Background: an optimization exercise with open tools, aiming at small area. Do not read the settings as production practice. The RTL was checked by simulation tests, not by an equivalence proof against the original design.

== JK ==
==> flow/design.v <==
`timescale 1ns / 1ps
module uart_get_32bit_word(
    input  logic        clk, reset,
    input  logic        addr_query,
    input  logic [15:0] addr,
    input  logic        rx,
    output logic        tx,
    output logic        tx_debug,
    output logic        div_clk_debug,
    output logic        rx_debug,
    output logic        query_debug,
    output logic [6:0]  segments,
    output logic [7:0]  anodos
    );
    logic rst;
    assign rst = ~reset;
    logic [7:0] c;
    logic       d;
    logic       c_end, tick, fall;
    assign c_end = c[7] & c[6] & c[4] & c[1] & c[0];    
    assign tick  = c_end & ~d;
    assign fall  = c_end & d;
    always_ff @(posedge clk) begin
        if (rst | c_end) c <= 8'd142;
        else             c <= {c[6:0], c[7] ^ c[2]};
        if (rst)         d <= 1'b0;
        else if (c_end)  d <= ~d;
    end
    logic [15:0] e;
    logic        d1, e_end, step;
    logic [2:0]  digit;
    assign e_end = ~e[15] & ~e[13] & ~e[12] & ~e[11] & ~e[10] & ~e[8] & ~e[6] & ~e[4]
                 & ~e[3] & ~e[2] & ~e[1] & e[0];                  
    assign step  = e_end & ~d1;
    always_ff @(posedge clk) begin
        if (rst | e_end) e <= 16'd59750;
        else             e <= {e[14:0], e[15] ^ e[6]};
        if (rst)         d1 <= 1'b0;
        else if (e_end)  d1 <= ~d1;
        if (rst)         digit <= 3'd0;
        else             digit <= digit + {2'd0, step};
    end
    logic       pb_aux, pb_sync;
    logic [2:0] ps, ps_n;
    logic       pulse;
    assign ps_n[0] = pb_sync & (ps[0] | ~ps[1]);
    assign ps_n[1] = ps[0] & (pb_sync | ps[2]);
    assign ps_n[2] = ps[1] & ps[0] & (pb_sync | ps[2]);
    assign pulse   = ps[1] & ~ps[2];
    always_ff @(posedge clk) begin
        if (rst) begin
            pb_aux  <= 1'b0;
            pb_sync <= 1'b0;
        end else if (tick) begin
            pb_aux  <= addr_query;
            pb_sync <= pb_aux;
        end
        if (rst)       ps <= 3'd0;
        else if (fall) ps <= ps_n;
    end
    localparam logic [3:0] T_STOP = 4'd0, T_FINAL = 4'd1, T_IDLE = 4'd2,
                           T_LOAD = 4'd4, T_PRE = 4'd6;
    logic [3:0] tc;
    logic [4:0] tcnt;
    logic [1:0] tb;
    logic [7:0] tdata;
    logic       tbit_end;
    logic       t_ld, t_ld0, t_ld1;
    assign tbit_end = &tcnt;
    assign t_ld  = tick & (tc == T_LOAD);           
    assign t_ld0 = t_ld & (tb == 2'd0);
    assign t_ld1 = t_ld & (tb == 2'd1);
    always_ff @(posedge clk) begin
        if (rst) tc <= T_IDLE;
        else if (tick) begin
            case (tc)
                T_IDLE:  if (pulse) tc <= T_LOAD;
                T_FINAL, T_LOAD, 4'd5, T_PRE: tc <= tc + 4'd1;
                T_STOP:  if (tbit_end) tc <= (tb == 2'd3) ? T_FINAL : T_LOAD;
                default: if (tbit_end) tc <= tc + 4'd1;
            endcase
        end
        if (tick && tc == T_PRE) tcnt <= 5'd0;
        else                     tcnt <= tcnt + {4'd0, tick};
        if (tick && tc == T_IDLE) tb <= 2'd0;
        else                      tb <= tb + {1'b0, tick && tc == T_STOP && tbit_end};
        tdata <= (addr[7:0] & {8{t_ld0}}) | (addr[15:8] & {8{t_ld1}}) | (tdata & {8{~t_ld}});
    end
    assign tx = tc[3] ? tdata[tc[2:0]] : ~(tc[2] & tc[1] & tc[0]);
    localparam logic [8:0] R_IDLE = 9'd304;
    logic [8:0] rp;
    logic       r_wait, r_samp, r_end;
    logic [7:0] rbyte;
    assign r_wait = rp[8] & rp[5] & rp[4] & rp[0];           
    assign r_samp = tick & (rp[4:0] == 5'd15);
    assign r_end  = r_samp & rp[8] & rp[5];                  
    always_ff @(posedge clk) begin
        if (rst)                        rp <= R_IDLE;
        else if (tick && r_wait && ~rx) rp <= 9'd0;
        else                            rp <= rp + {8'd0, tick & ~r_wait};
        for (int i = 0; i < 8; i++)
            if (r_samp && rp[8:5] == 4'(i + 1)) rbyte[i] <= rx;
    end
    logic [2:0]  ws;
    logic [31:0] word;
    always_ff @(posedge clk) begin
        if (rst) ws <= 3'd0;
        else     ws <= ws + {2'd0, r_end && (ws[0] || rbyte == {6'd0, ws[2:1]} + 8'd1)};
    end
    logic [3:0] wload, whold;
    always_comb
        for (int k = 0; k < 4; k++) begin
            wload[k] = reset & tick & !r_end & (ws == 3'(2*k + 1));
            whold[k] = reset & ~wload[k];
        end
    always_ff @(posedge clk)
        for (int k = 0; k < 4; k++)
            word[8*k +: 8] <= (rbyte & {8{wload[k]}}) | (word[8*k +: 8] & {8{whold[k]}});
    logic [3:0] nib;
    assign nib = word[4*digit +: 4];
    always_comb begin
        case (nib)
            4'd0:  segments = ~7'b1111110;
            4'd1:  segments = ~7'b0110000;
            4'd2:  segments = ~7'b1101101;
            4'd3:  segments = ~7'b1111001;
            4'd4:  segments = ~7'b0110011;
            4'd5:  segments = ~7'b1011011;
            4'd6:  segments = ~7'b1011111;
            4'd7:  segments = ~7'b1110000;
            4'd8:  segments = ~7'b1111111;
            4'd9:  segments = ~7'b1111011;
            4'd10: segments = ~7'b1110111;
            4'd11: segments = ~7'b0011111;
            4'd12: segments = ~7'b1001110;
            4'd13: segments = ~7'b0111101;
            4'd14: segments = ~7'b1001111;
            default: segments = ~7'b1000111;
        endcase
    end
    assign anodos = ~(8'd1 << digit);
    assign tx_debug      = tx;
    assign rx_debug      = rx;
    assign div_clk_debug = d;
    assign query_debug   = pulse;
endmodule
export LEC_CHECK = 0
export CAP_MARGIN = 20
export CORE_MARGIN = 2
export CORE_UTILIZATION = 40
export CTS_BUF_LIST = sky130_fd_sc_hd__clkbuf_8
export GPL_TIMING_DRIVEN = 0
export SLEW_MARGIN = 20
create_clock -name core_clock -period 10.0 [get_ports {clk}]
standard.sh (not shown) runs the stock make flow with config.mk's settings and CLKGATE_MAP_FILE= SYNTH_SCRIPT=/design/flow/synth_recipe.tcl, a recipe that flattens the netlist after the stock synthesis.
==> flow/flow/run.sh <==
#!/bin/bash
# Layout flow: the standard flow, with three changes:
#  - the combinational logic of the standard synthesis is re-mapped by ABC for
#    area (flip-flops untouched: same instances, names and cell types);
#  - ports are buffered with sky130_fd_sc_hd__buf_1;
#  - CTS inserts no dummy loads.
# Each tool writes its own log in this folder.
set -euo pipefail
LIB=$FLOW_HOME/platforms/$FLOW_PLATFORM/lib/sky130_fd_sc_hd__tt_025C_1v80.lib
YOSYS=$FLOW_HOME/../tools/install/yosys/bin/yosys
[ -x "$YOSYS" ] || YOSYS=yosys
export BUFFER_PORTS_ARGS="-buffer_cell sky130_fd_sc_hd__buf_1"
export CTS_ARGS="-sink_clustering_enable -repair_clock_nets -buf_list sky130_fd_sc_hd__clkbuf_8 -dont_use_dummy_load"
R=orfs/results/$FLOW_PLATFORM/uart_get_32bit_word/base
bash standard.sh synth > standard_synth.log 2>&1
cp $R/1_2_yosys.v $R/1_2_yosys_std.v
python3 flow/genmodels.py $LIB comb_models.v > genmodels.log 2>&1
sed -e "s|@LIB@|$LIB|g" -e "s|@IN@|$R/1_2_yosys_std.v|" -e "s|@OUT@|$R/1_2_yosys.v|" -e "s|@TOP@|$FLOW_TOP|" flow/reabc.ys.in > reabc.ys
$YOSYS -l reabc.log -q reabc.ys > reabc_stdout.log 2>&1
rm -f $R/1_synth.odb $R/1_synth.sdc
bash standard.sh > standard.log 2>&1
Other scripts of this flow, unchanged in this note and not shown: flow/flow/genmodels.py, flow/flow/reabc.ys.in
diff inputs: JK => MS
diff --git a/flow/design.v b/flow/design.v
--- a/flow/design.v
+++ b/flow/design.v
@@ -66,9 +66,5 @@
     logic [7:0] tdata;
     logic       tbit_end;
-    logic       t_ld, t_ld0, t_ld1;
     assign tbit_end = &tcnt;
-    assign t_ld  = tick & (tc == T_LOAD);           
-    assign t_ld0 = t_ld & (tb == 2'd0);
-    assign t_ld1 = t_ld & (tb == 2'd1);
     always_ff @(posedge clk) begin
         if (rst) tc <= T_IDLE;
@@ -85,5 +81,8 @@
         if (tick && tc == T_IDLE) tb <= 2'd0;
         else                      tb <= tb + {1'b0, tick && tc == T_STOP && tbit_end};
-        tdata <= (addr[7:0] & {8{t_ld0}}) | (addr[15:8] & {8{t_ld1}}) | (tdata & {8{~t_ld}});
+        if (tick) begin
+            if (tc == T_LOAD)
+                tdata <= (tb == 2'd0) ? addr[7:0] : (tb == 2'd1) ? addr[15:8] : 8'd0;
+        end
     end
     assign tx = tc[3] ? tdata[tc[2:0]] : ~(tc[2] & tc[1] & tc[0]);
@@ -108,13 +107,9 @@
         else     ws <= ws + {2'd0, r_end && (ws[0] || rbyte == {6'd0, ws[2:1]} + 8'd1)};
     end
-    logic [3:0] wload, whold;
-    always_comb
-        for (int k = 0; k < 4; k++) begin
-            wload[k] = reset & tick & !r_end & (ws == 3'(2*k + 1));
-            whold[k] = reset & ~wload[k];
-        end
+    logic [7:0] wdata;
+    assign wdata = rbyte & {8{reset}};
     always_ff @(posedge clk)
         for (int k = 0; k < 4; k++)
-            word[8*k +: 8] <= (rbyte & {8{wload[k]}}) | (word[8*k +: 8] & {8{whold[k]}});
+            if (rst || (tick && !r_end && ws == 3'(2*k + 1))) word[8*k +: 8] <= wdata;
     logic [3:0] nib;
     assign nib = word[4*digit +: 4];
--- outcome ---
Synthesized cell count: higher on JK
Number of sinks driven by the clock tree: MS vs JK identical
Re total met3 wirelength after detailed routing: JK was higher than MS.
Worst hold slack across all endpoints ends up lower on MS.
On total number of vias, JK loses to MS.
Run comparison: MS most common library cell in the layout ignoring fill and taps nor2_1; JK most common library cell in the layout ignoring fill and taps dfxtp_1
Final cell count without fillers: MS vs JK down 12%
[compare] base=JK new=MS: global-route usage decreased 1.8 points, highest clock rate rose by 9.3 MHz.
Of the two values seen for destination of the critical timing path, segments[5] was produced by JK and segments[1] by MS.

==> separate check: timing with driven ports <==
The flow's constraints put no driver on any port. The routed layouts listed below were extracted and timed again, unchanged, in two steps.
Step 1, drivers: a clkbuf_16 drives clk and a buf_2 each remaining input, both assumed.
Step 2 adds t to the input delays and takes it off the output delays; t is the mean of the earliest and latest rising clock arrival at the registers after step 1. Input paths then give back, and output paths get back, about the clock's delay inside the block.
Three values: ideal, step 1, step 2; two values: the first two.
| run | shift t [ns] | slack for setup (ns) | worst setup path after step 2 | latest minus earliest clock arrival (ns) | cell pins on the clock port's net |
|---|---|---|---|---|---|
| JK | 0.387 | 4.509 / 4.476 / 4.863 | register to output | 0.038 / 0.038 | 1 |
| MS | 0.378 | 4.775 / 4.741 / 5.119 | register to output | 0.022 / 0.023 | 1 |
After both steps every run listed still meets setup and hold.
